This design comes from an exercise in tuning for small area on the open sky130 flow, not from production work.
The RTL was checked by simulation tests, not by an equivalence proof against the original design.

--- run.sh ---
#!/bin/bash
# synth_recipe.tcl (not shown) runs the flow's synth.tcl, then flattens the netlist and writes it again
# the make line also repeats each setting of config.mk as NAME=value (left out here)
make -C /OpenROAD-flow-scripts/flow DESIGN_CONFIG=/design/flow/config.mk WORK_HOME=/design/flow/orfs CLKGATE_MAP_FILE= SYNTH_SCRIPT=/design/flow/synth_recipe.tcl finish
--- config.mk ---
export PLATFORM = sky130hd
export DESIGN_NAME = sell_machine_2
export DESIGN_NICKNAME = sell_machine_2
export VERILOG_FILES = /design/flow/design.v
export SDC_FILE = /design/flow/constraint.sdc
export NUM_CORES = 4
export LEC_CHECK = 0
export CAP_MARGIN = 20
export CORE_MARGIN = 2
export CORE_UTILIZATION = 40
export SLEW_MARGIN = 20
--- constraint.sdc ---
create_clock -name core_clock -period 20.0 [get_ports {clk}]
set_input_delay 4.0000 -clock core_clock [delete_from_list [all_inputs] [get_ports {clk}]]
set_output_delay 4.0000 -clock core_clock [all_outputs]
set_load 0.01 [all_outputs]
--- design.v ---
module debounce(
	input reset, clk, in,
	output reg steady,
	output fall);
parameter limit = 150;
reg [7:0] count;
reg old;
assign fall = !reset && (in == old) && (count == limit) && steady && !old;
always@(posedge clk)begin
	if(reset)begin
		count <= 0;
		old <= in;
		steady <= in;
	end
	else if(in != old)begin
		old <= in;
		count <= 0;
	end
	else if(count == limit)begin
		steady <= old;
	end
	else begin
		count <= count + 1'd1;
	end
end
endmodule
module select_seg( 
	input clk,
	input reset,
	input [11:0]in,
	output reg [2:0]this_seg,
	output reg [6:0]seg);
	reg [4:0] times;
	reg [3:0] cur_data;
	reg [11:0] deci_data;
	reg [11:0] temp1, temp2;
	always@(posedge clk)begin
		if(reset)begin
			times <= 0;
			this_seg <= 3'b011;
			cur_data <= 0;
			deci_data <= 0;
			temp1 <= 0;
			temp2 <= 0;
			seg <= 7'b1000000;
		end
		else begin
		deci_data[11:8] <= in / 7'd100 % 4'd10;
		temp1 <= in % 7'd100;
		deci_data[7:4] <= temp1 / 4'd10;
		temp2 <= temp1 % 4'd10;
		deci_data[3:0] <= temp2;
		case(times)
			5'd00:begin this_seg <= 3'b011; cur_data <= deci_data[11:8]; end
			5'd10:begin this_seg <= 3'b101; cur_data <= deci_data[7:4];end
			5'd20:begin this_seg <= 3'b110; cur_data <= deci_data[3:0];end
		endcase
		times <= times + 1;
		if(times == 5'd30) times <= 0;
		case(cur_data)
			4'b0000: seg <= 7'b1000000;     
			4'b0001: seg <= 7'b1111001;     
			4'b0010: seg <= 7'b0100100;     
			4'b0011: seg <= 7'b0110000;     
			4'b0100: seg <= 7'b0011001;     
			4'b0101: seg <= 7'b0010010;     
			4'b0110: seg <= 7'b0000010;     
			4'b0111: seg <= 7'b1111000;     
			4'b1000: seg <= 7'b0000000;     
			4'b1001: seg <= 7'b0010000;     
		endcase
		end
	end
endmodule
module sell_machine_2( 
	input clk,
	input in_5j, in_1y, in_5y,
	input in_buy1, in_buy2,
	input reset, in_refund,
	output reg out_less, out_take, out_money,
	output [2:0] which_seg, output [6:0] seg);
reg [3:0] next_state, cur_state;
wire [11:0] now_money; 
reg [5:0] count1, count2; 
reg [5:0] num_c1, num_c2, num_c3; 
reg [3:0] elapsed_time; 
reg [11:0] slow_clk; 
reg init; 
wire in_5j0, in_1y0, in_5y0;
wire fall_5j, fall_1y, fall_5y;
debounce de1(reset, clk, in_5j, in_5j0, fall_5j);
debounce de2(reset, clk, in_1y, in_1y0, fall_1y);
debounce de3(reset, clk, in_5y, in_5y0, fall_5y);
parameter [3:0] IDLE = 0,
					 SHOP_1 = 1,
					 SHOP_2 = 2,
					 SELL = 3,
					 ERROR = 4,
					 CHECK = 5,
					 REFUND = 6;
parameter [5:0] price1 = 6'd15,
					 price2 = 6'd25,
					 coin1 = 6'd5,
					 coin2 = 6'd10,
					 coin3 = 6'd50;
always@(posedge clk)begin
	if(reset || init)begin
		elapsed_time <= 4'h0;
		slow_clk <= 12'b0;
	end
	else begin
		if(slow_clk == 12'd4000)begin
			elapsed_time <= elapsed_time + 4'h1;
			slow_clk <= 12'd0;
		end
		else begin
			slow_clk <= slow_clk + 12'd1;
		end
	end
end
always@(posedge clk)begin
	if(reset || in_refund)begin
		num_c1 <= 0;
	end
	else if(fall_5j)begin
		num_c1 <= num_c1 + 1;
	end
end
always@(posedge clk)begin
	if(reset || in_refund)begin
		num_c2 <= 0;
	end
	else if(fall_1y)begin
		num_c2 <= num_c2 + 1;
	end
end
always@(posedge clk)begin
	if(reset || in_refund)begin
		num_c3 <= 0;
	end
	else if(fall_5y)begin
		num_c3 <= num_c3 + 1;
	end
end
always@(*)
begin
	init = 1'b1;
	if(reset)begin
		next_state = IDLE;
	end
	else begin
	case(cur_state)
		IDLE:
			begin
				next_state = IDLE;
				if(in_buy1)begin
					if(now_money < 15)begin
						next_state = ERROR;
					end
					else begin
						next_state = SHOP_1;
					end
				end
				else if(in_buy2)begin
					if(now_money < 25)begin
						next_state = ERROR;
					end
					else begin
						next_state = SHOP_2;
					end
				end
				else if(in_refund)begin
					next_state = REFUND;
				end
			end
		SHOP_1:
			begin
				next_state = CHECK;
			end
		SHOP_2:
			begin
				next_state = CHECK;
			end
		CHECK:
			begin
				if(elapsed_time>4'h2)begin
					next_state=IDLE;
				end
				else begin
					init = 0;
					next_state = CHECK;
				end
			end
		ERROR:
			begin
				if(elapsed_time>4'h2)begin
					next_state=IDLE;
				end
				else begin
					init = 0;
					next_state = ERROR;
				end
			end
		REFUND:
			begin
				if(elapsed_time>4'h2)begin
					next_state=IDLE;
				end
				else begin
					init = 0;
					next_state = REFUND;
				end
			end
		default:
			begin
				next_state = IDLE;
			end
	endcase
	end
end
always@(posedge clk)begin
	if(reset)begin
		cur_state <= IDLE;
	end
	else begin
		cur_state <= next_state;
	end
end
always@(posedge clk)begin
	if(reset)begin
		count1 <= 0;
		count2 <= 0;
		out_less <= 0;
		out_money <= 0;
		out_take <= 0;
	end
	else begin
		case(next_state)
			IDLE:begin
				out_less <= 0;
				out_money <= 0;
				out_take <= 0;
			end
			SHOP_1:begin
				count1 <= count1 + 1;
			end
			SHOP_2:begin
				count2 <= count2 + 1;
			end
			CHECK:begin
				out_take <= 1;
			end
			ERROR:begin
				out_less <= 1;
			end
			REFUND:begin
				out_money <= 1;
				count1 <= 0;
				count2 <= 0;
			end
		endcase
	end
end
assign now_money = num_c1*coin1 + num_c2*coin2 + num_c3*coin3 - count1*price1 - count2*price2;
select_seg s1(clk, reset, now_money, which_seg, seg);
endmodule
==> impl_metrics.json, run 1 <==
{
  "wl_per_cell_microns": 13.7,
  "path_clk_slew_ns": 0.06,
  "final_layout_size_suffix_gt1_frac": 0.0806,
  "regArea_sq_um": 2640,
  "cpMostUsedCell": "fa_1",
  "cts-buffers-inserted": 17,
  "core_area_sq_um": 26200,
  "grt_use_total": 0.163,
  "max_cap_viol_count": 0,
  "fin_cells": 1601,
  "worstSetupPathType": "reg2reg",
  "tightest_slew_ns": 1.10,
  "multi_input_area_sq_um": 7400,
  "fin_skew_ns": 0.0146,
  "ys_types": 107,
  "layout_common_cells": "151 x nor2_1, 125 x inv_1, 123 x dfxtp_1",
  "postPlaceCellArea_sq_um": 11200,
  "grt_max_degree": 47,
  "setup_viol": 0,
  "diodes": 0,
  "synth_area_sq_um": 10700,
  "dp_cells": 1568,
  "slowest_stage": "xnor3_1",
  "cts_tree": "done",
  "dr.pass1.iters": 5,
  "rr_worst_depth": 33,
  "cts_buffer_depth": 2,
  "max_stage_delay_ns": 0.59,
  "utilization": 0.448,
  "grt_pass1_vias": 8078,
  "cts-htree-levels": 4,
  "cp-start-kind": "flop",
  "routed_wl_microns": 22000,
  "drt_iter0_markers": 410,
  "rsz0062_at_grt": "false",
  "cp-end-kind": "flop",
  "place_congestion": 0.852,
  "num-fill-cells": 2541,
  "synth_top_area_cell": "dfxtp_1",
  "dieArea_sq_um": 28100,
  "yosys_warnings": 3,
  "fin_nets": 1418,
  "critical_path.startpoint": "num_c2[3]",
  "maxSlewViolCount": 0,
  "fin_crit_sh": 0.469,
  "clock-sinks": 129,
  "layout_commonest_cell": "nor2_1",
  "dp_hpwl_microns": 16800,
  "synth-main-ff-cell": "dfxtp_1",
  "row_count": 59,
  "cts_resized": 0,
  "endpoint": "s1.deci_data[10]",
  "die_w_microns": 168,
  "whs_ns": 0.436,
  "vias": 8462,
  "portBuffers": 20,
  "synth.avg_cell_area_sq_um": 8.58,
  "synth_seq_cells": 129,
  "syn_inst": 1249,
  "timing.rr.end": "s1.deci_data[10]",
  "finalHoldViolations": 0,
  "pin_count": 21,
  "synth_edf_count": 6,
  "synth-async-reset-ratio": 0,
  "area_growth_pct": 9.66,
  "cts-root-buf": "clkbuf_16",
  "vias_per_cell": 5.29,
  "antenna_found_initial": 0,
  "status": "timing/DRC/antenna clean",
  "cts_setup_buffers": 0,
  "slew_headroom": 0.261,
  "yosys.area.top_type_share": 0.230,
  "seq_area_frac_synth": 0.247,
  "layout_setup_ws_ns": 10.62,
  "die_y_microns": 168,
  "fin_area_sq_um": 11700,
  "tns_ns": 0,
  "hp-class": "reg2reg",
  "synthTopCellsByArea": "dfxtp_1 23%, ha_1 12%, fa_1 10%, nor2_1 5.3%, inv_1 4.4%",
  "ctsHoldBuffers": 0,
  "worstPathRequired_ns": 20.30,
  "r2r_start": "num_c2[3]",
  "insertion_delay_ns": 0.42,
  "dp_slack_ns": 10.74,
  "grt_pass1_wl_microns": 38300,
  "grt-ovfl-total": 0,
  "timing.fmax_ghz": 0.107,
  "critPathArrivalTime_ns": 9.67,
  "ant_nets": 0,
  "drc": 0,
  "period_minus_slack_ns": 9.38,
  "cp_max_fo": 13,
  "start_util": 0.409,
  "ff2ff_setup_slack_ns": 10.62
}
[final cells by class]
| type | count | share of cell area |
|---|---|---|
| clock buffer | 17 | 0.0362 |
| clock inverter | 15 | 0.0118 |
| inverter | 126 | 0.0405 |
| multi-input combinational | 952 | 0.630 |
| sequential | 129 | 0.225 |
| tap | 335 | 0.0357 |
| timing repair buffer | 27 | 0.0209 |
[synthesized netlist by cell type (6+ instances only)]
cell type,count
mux2i_1,7
and2_1,15
nand3b_1,6
a21oi_1,62
nor2b_1,19
o211ai_1,9
nand3_1,50
nor4_1,6
or3_1,9
and3_1,11
nand4_1,17
a21boi_0,6
clkbuf_1,33
ha_1,102
dfxtp_1,123
o21ai_1,6
nor3_1,23
o21ai_0,46
mux2_2,11
nand2b_1,12
o22ai_1,6
edfxtp_1,6
inv_1,125
a211oi_1,9
o21a_1,7
xnor2_1,50
buf_1,6
or2_2,11
o31ai_1,6
nand2_1,62
xor2_1,43
fa_1,55
a31oi_1,10
a21o_1,11
and4_1,6
nor2_1,151
[cell families (layout without fill, tap and decap cells)]
kind of cell    Yosys count  after routing  share of synthesized area
compound gates          252            252                      0.169
buf+inv                 173            185                     0.0642
fa+ha+maj               158            158                      0.223
flops                   129            129                      0.247
xor+xnor                 96             96                     0.0820
mux                      20             20                     0.0202
simple gates            420            420                      0.195
other cells               1              6                   0.000350
[layer usage]
metal  vias to the layer above  routed length, microns  global-route usage
li1                       4310                       -                   -
met1                      3987                   10600               0.220
met2                       145                   10500               0.273
met3                        20                     614              0.0217
met4                         0                     246              0.0469
met5                         -                       0                   0
[sequential cells by signal, summed over array words and instances, names as in the netlist, 3 cells and up]
| name | cells |
|---|---|
| s1.times | 5 |
| s1.temp2 | 4 |
| de1.count | 8 |
| s1.seg | 7 |
| count1 | 6 |
| cur_state | 3 |
| de3.count | 8 |
| slow_clk | 12 |
| s1.temp1 | 12 |
| s1.this_seg | 3 |
| elapsed_time | 4 |
| count2 | 6 |
| s1.deci_data | 12 |
| num_c2 | 6 |
| s1.cur_data | 4 |
| num_c3 | 6 |
| num_c1 | 6 |
| de2.count | 8 |
[critical path, delay by kind of cell, from the launching register on]
family,cells,cell delay (ns)
fa+ha+maj,10,4.15
flops,1,0.41
simple gates,8,1.84
compound gates,8,1.70
mux,1,0.31
buf+inv,5,0.26
xor+xnor,1,0.59
[worst min path at each step]
stage / slack, ns / start / depth (start not counted) / to
6_report: 0.44 / s1.temp2[3] / 1 / s1.deci_data[3]
4_1_cts: 0.44 / s1.temp2[3] / 1 / s1.deci_data[3]
2_1_floorplan: 0.41 / s1.temp2[0] / 1 / s1.deci_data[0]
3_5_place_dp: 0.43 / s1.temp1[0] / 1 / s1.temp2[0]
5_1_grt: 0.45 / s1.temp2[3] / 1 / s1.deci_data[3]
3_3_place_gp: 0.42 / s1.temp2[1] / 1 / s1.deci_data[1]
==> run 2: changes to the inputs <==
==> design.v (replaced) <==
module debounce(
	input reset, clk, in,
	output reg steady,
	output fall);
reg [7:0] count;
reg old;
wire same = (in == old);
wire term = (count == 8'd150);
assign fall = same && term && steady && !old;
always@(posedge clk)begin
	old <= in;
	if(reset || !same) count <= 0;
	else if(!term) count <= count + 1'd1;
	if(reset || (same && term)) steady <= in;
end
endmodule
module select_seg(
	input [9:0] x,
	input neg,
	output [3:0] hund, tens, ones);
	wire [7:0] z = x[9:2];
	wire [5:0] g = z % 8'd50;
	wire [2:0] r = g % 6'd5;
	assign hund = g / 6'd5;
	assign tens = {r, x[1]};
	assign ones = {1'b0, x[0], x[0] & neg, x[0] ^ neg};
endmodule
module sell_machine_2( 
	input clk,
	input in_5j, in_1y, in_5y,
	input in_buy1, in_buy2,
	input reset, in_refund,
	output reg out_less, out_take, out_money,
	output [2:0] which_seg, output [6:0] seg);
reg shop;
reg [5:0] n1, n2;
reg [5:0] c5, c10, c50;
reg [13:0] timer;
wire f5, f10, f50;
wire s5, s10, s50;
debounce de1(reset, clk, in_5j, s5, f5);
debounce de2(reset, clk, in_1y, s10, f10);
debounce de3(reset, clk, in_5y, s50, f50);
always@(posedge clk)begin
	if(reset || in_refund) c5 <= 0; else if(f5) c5 <= c5 + 1'd1;
	if(reset || in_refund) c10 <= 0; else if(f10) c10 <= c10 + 1'd1;
	if(reset || in_refund) c50 <= 0; else if(f50) c50 <= c50 + 1'd1;
end
wire signed [11:0] xs = {6'd0, c5} + {5'd0, c10, 1'b0} + {3'd0, c50, 3'b0} + {5'd0, c50, 1'b0}
                      - {6'd0, n1} - {5'd0, n1, 1'b0} - {6'd0, n2} - {4'd0, n2, 2'b0};
wire neg = xs[11];
wire [9:0] xm = xs[9:0] + (neg ? 10'd819 : 10'd0);
wire lt15 = !neg && (xs[9:0] < 10'd3);
wire lt25 = !neg && (xs[9:0] < 10'd5);
wire busy = out_take | out_less | out_money;
wire idle = !busy && !shop;
wire done = (timer == 14'd12003);
always@(posedge clk)begin
	if(reset || !busy || done) timer <= 0;
	else timer <= timer + 1'd1;
end
wire go1 = idle && in_buy1;
wire go2 = idle && !in_buy1 && in_buy2;
wire gor = idle && !in_buy1 && !in_buy2 && in_refund;
wire ok1 = go1 && !lt15;
wire ok2 = go2 && !lt25;
always@(posedge clk)begin
	if(reset) begin
		shop <= 0; out_take <= 0; out_less <= 0; out_money <= 0;
	end else begin
		shop <= ok1 || ok2;
		out_take <= shop || (out_take && !done);
		out_less <= (go1 && lt15) || (go2 && lt25) || (out_less && !done);
		out_money <= gor || (out_money && !done);
	end
	if(reset || gor) n1 <= 0; else if(ok1) n1 <= n1 + 1'd1;
	if(reset || gor) n2 <= 0; else if(ok2) n2 <= n2 + 1'd1;
end
reg [4:0] times;
reg [2:0] wsel;
reg [3:0] dig, shown;
wire [3:0] hund, tens, ones;
select_seg conv(xm, neg, hund, tens, ones);
always@(posedge clk)begin
	if(reset) begin
		times <= 0; wsel <= 3'b011; dig <= 0; shown <= 0;
	end else begin
		times <= (times == 5'd30) ? 5'd0 : times + 1'd1;
		case(times)
			5'd0: wsel <= 3'b011;
			5'd10: wsel <= 3'b101;
			5'd20: wsel <= 3'b110;
		endcase
		case(times)
			5'd30: dig <= hund;
			5'd8: dig <= tens;
			5'd17: dig <= ones;
		endcase
		if(times == 5'd1 || times == 5'd11 || times == 5'd21) shown <= dig;
	end
end
assign which_seg = wsel;
reg [6:0] pat;
always@(*)begin
	case(shown)
		4'd0: pat = 7'b1000000;
		4'd1: pat = 7'b1111001;
		4'd2: pat = 7'b0100100;
		4'd3: pat = 7'b0110000;
		4'd4: pat = 7'b0011001;
		4'd5: pat = 7'b0010010;
		4'd6: pat = 7'b0000010;
		4'd7: pat = 7'b1111000;
		4'd8: pat = 7'b0000000;
		4'd9: pat = 7'b0010000;
		default: pat = 7'b1111111;
	endcase
end
assign seg = pat;
endmodule
==> run 2 against run 1 <==
Compared with the run above:
- utilization is 0.31 points lower
- still clean
- highest routed layer unchanged
- cell count is 33% lower
- setup slack worse by 0.43 ns
- design area is 32% lower
- critical endpoint is now dig[0]
==> impl_metrics.json, run 2 <==
{
  "grt_use_total": 0.145,
  "synth_edf_count": 3,
  "cts-buffers-inserted": 9,
  "synth_top_area_cell": "dfxtp_1",
  "ctsHoldBuffers": 0,
  "synth-main-ff-cell": "dfxtp_1",
  "cts-root-buf": "clkbuf_16",
  "slew_headroom": 0.463,
  "syn_inst": 827,
  "cts-htree-levels": 3,
  "die_w_microns": 139,
  "cp-end-kind": "flop",
  "hp-class": "reg2reg",
  "die_y_microns": 139,
  "synth_seq_cells": 101,
  "timing.rr.end": "dig[0]",
  "synthTopCellsByArea": "dfxtp_1 27%, fa_1 9.6%, ha_1 8.3%, nor2_1 6.5%, xnor2_1 4.8%",
  "cts_buffer_depth": 2,
  "largest_reg_flops": 14,
  "setup_viol": 0,
  "cts_setup_buffers": 0,
  "diodes": 0,
  "synth.avg_cell_area_sq_um": 8.79,
  "grt_pass1_wl_microns": 23400,
  "finalHoldViolations": 0,
  "critical_path.startpoint": "n1[2]",
  "cts_resized": 0,
  "maxSlewViolCount": 0,
  "max_cap_viol_count": 0,
  "slowest_stage": "fa_1",
  "start_util": 0.406,
  "seq_area_frac_synth": 0.282,
  "routed_wl_microns": 13600,
  "vias_per_cell": 4.99,
  "core_area_sq_um": 17900,
  "layout_common_cells": "126 x nor2_1, 98 x dfxtp_1, 84 x inv_1",
  "portBuffers": 20,
  "synth-async-reset-ratio": 0,
  "worstPathRequired_ns": 20.22,
  "antenna_found_initial": 0,
  "area_growth_pct": 9.66,
  "wl_per_cell_microns": 12.6,
  "synth_most_common_cell": "nor2_1",
  "yosys_warnings": 2,
  "yosys.area.top_type_share": 0.270,
  "cts_tree": "done",
  "r2r_start": "n1[2]",
  "vias": 5349,
  "worstSetupPathType": "reg2reg",
  "period_minus_slack_ns": 9.81,
  "insertion_delay_ns": 0.35,
  "fin_skew_ns": 0.00792,
  "critPathArrivalTime_ns": 10.03,
  "grt-ovfl-total": 0,
  "timing.fmax_ghz": 0.102,
  "cpLargestDelayFamily": "adder cells",
  "drt_iter0_markers": 343,
  "ff2ff_setup_slack_ns": 10.19,
  "drc": 0,
  "cp_max_fo": 19,
  "tns_ns": 0,
  "status": "timing/DRC/antenna clean",
  "min_to": "timer[0]",
  "crit_buf_inv": 7,
  "fin_crit_sh": 0.490,
  "grt_pass1_vias": 5074,
  "tightest_slew_ns": 0.798,
  "max_stage_delay_ns": 0.54,
  "min_from": "timer[0]",
  "layout_commonest_cell": "nor2_1",
  "holdPathStages": 1,
  "row_count": 49,
  "cp-start-kind": "flop",
  "synth_area_sq_um": 7270,
  "largest-register": "timer",
  "dr.pass1.iters": 4,
  "place_congestion": 0.816,
  "pin_count": 21,
  "crit_cells": 41,
  "dieArea_sq_um": 19300,
  "rr_worst_depth": 41,
  "final_layout_size_suffix_gt1_frac": 0.0807,
  "rsz0062_at_grt": "false",
  "path_clk_slew_ns": 0.07,
  "dp_hpwl_microns": 10400,
  "clock-sinks": 101,
  "utilization": 0.445,
  "grt_max_degree": 29,
  "ant_nets": 0,
  "synth_commonest_cells": "126 x nor2_1, 98 x dfxtp_1, 84 x inv_1",
  "ys_types": 89,
  "fin_nets": 929
}
-- run 2: changes by cell type in the layout (fill, tap and decap cells not counted), moves of 23 or more --
cell / delta
nand2_1: -23
o21ai_0: -25
inv_1: -41
a21oi_1: -34
ha_1: -54
dfxtp_1: -25
nor2_1: -25
-- run 2: kinds of logic after synthesis --
logic type               Yosys count  share of synthesized area
AO/OA/AOI/OAI                    131                      0.137
adder cells (fa/ha/maj)           84                      0.180
XOR/XNOR                          83                      0.110
multiplexers                      18                     0.0269
AND/OR/NAND/NOR                  300                      0.204
flip-flops                       101                      0.282
buffers and inverters            110                     0.0594
-- run 2: stage by stage --
step	instance area (sq um)	hold slack, ns	setup slack, ns	std cells
floorplan	7270	0.430	10.90	827
global placement	7680	0.447	10.48	1056
detailed placement	7680	0.452	10.21	1056
CTS	7970	0.469	10.17	1072
global route	7970	0.486	9.36	1072
finish	7970	0.462	10.19	1072
-- run 2: metal layers --
layer | part of all wire | track usage | vias to the layer above
met5 | 0 | 0 | -
met3 | 0.028 | 0.0338 | 17
li1 | - | - | 2801
met2 | 0.46 | 0.232 | 63
met4 | 0.014 | 0.0409 | 0
met1 | 0.50 | 0.196 | 2468
-- run 2: layout make-up --
class / count / area [sq um]
clock buffers: 11 / 233
flip-flops and latches: 101 / 2050
multi-input cells: 616 / 4780
well taps: 229 / 287
repair buffers: 25 / 238
inverters: 85 / 319
fillers: 1738 / 9930
clock inverters: 5 / 57.6
-- run 2: how the worst max path moves through the flow --
stage / endpoint / slack [ns]
6_report: dig[0] / 10.19
5_1_grt: dig[0] / 9.36
4_1_cts: dig[0] / 10.17
3_5_place_dp: dig[0] / 10.21
3_3_place_gp: dig[0] / 10.48
2_1_floorplan: dig[0] / 10.90
-- run 2: worst register-to-register path: cells and delay by family (launching register included) --
kind,cells,cell delay [ns]
AO/OA/AOI/OAI,14,3.38
AND/OR/NAND/NOR,10,1.54
buffers and inverters,7,0.63
adder cells (fa/ha/maj),10,3.77
flip-flops,1,0.38

[afterwards: timing with drivers on the ports]
Ports are ideal in the flow. The routed layouts listed here were re-timed in OpenROAD.
Step 1, drivers: a clkbuf_16 drives clk and a buf_2 each remaining input, both assumed.
Step 2, shift: input delay + t, output delay - t, t = (earliest + latest rising clock arrival at the registers) / 2. This alone moves slack from input paths to output paths.
Slacks: ideal ports / drivers / drivers and shift; pairs: ideal ports / drivers.
| run | t, ns | slack for setup (ns) | slew at the worst register clock pin (ns) |
|---|---|---|---|
| run 1 | 0.462 | 10.625 / 10.625 / 10.625 | 0.07 / 0.07 |
| run 2 | 0.389 | 10.193 / 10.193 / 10.193 | 0.07 / 0.07 |
After both steps setup and hold are still met in every run listed.
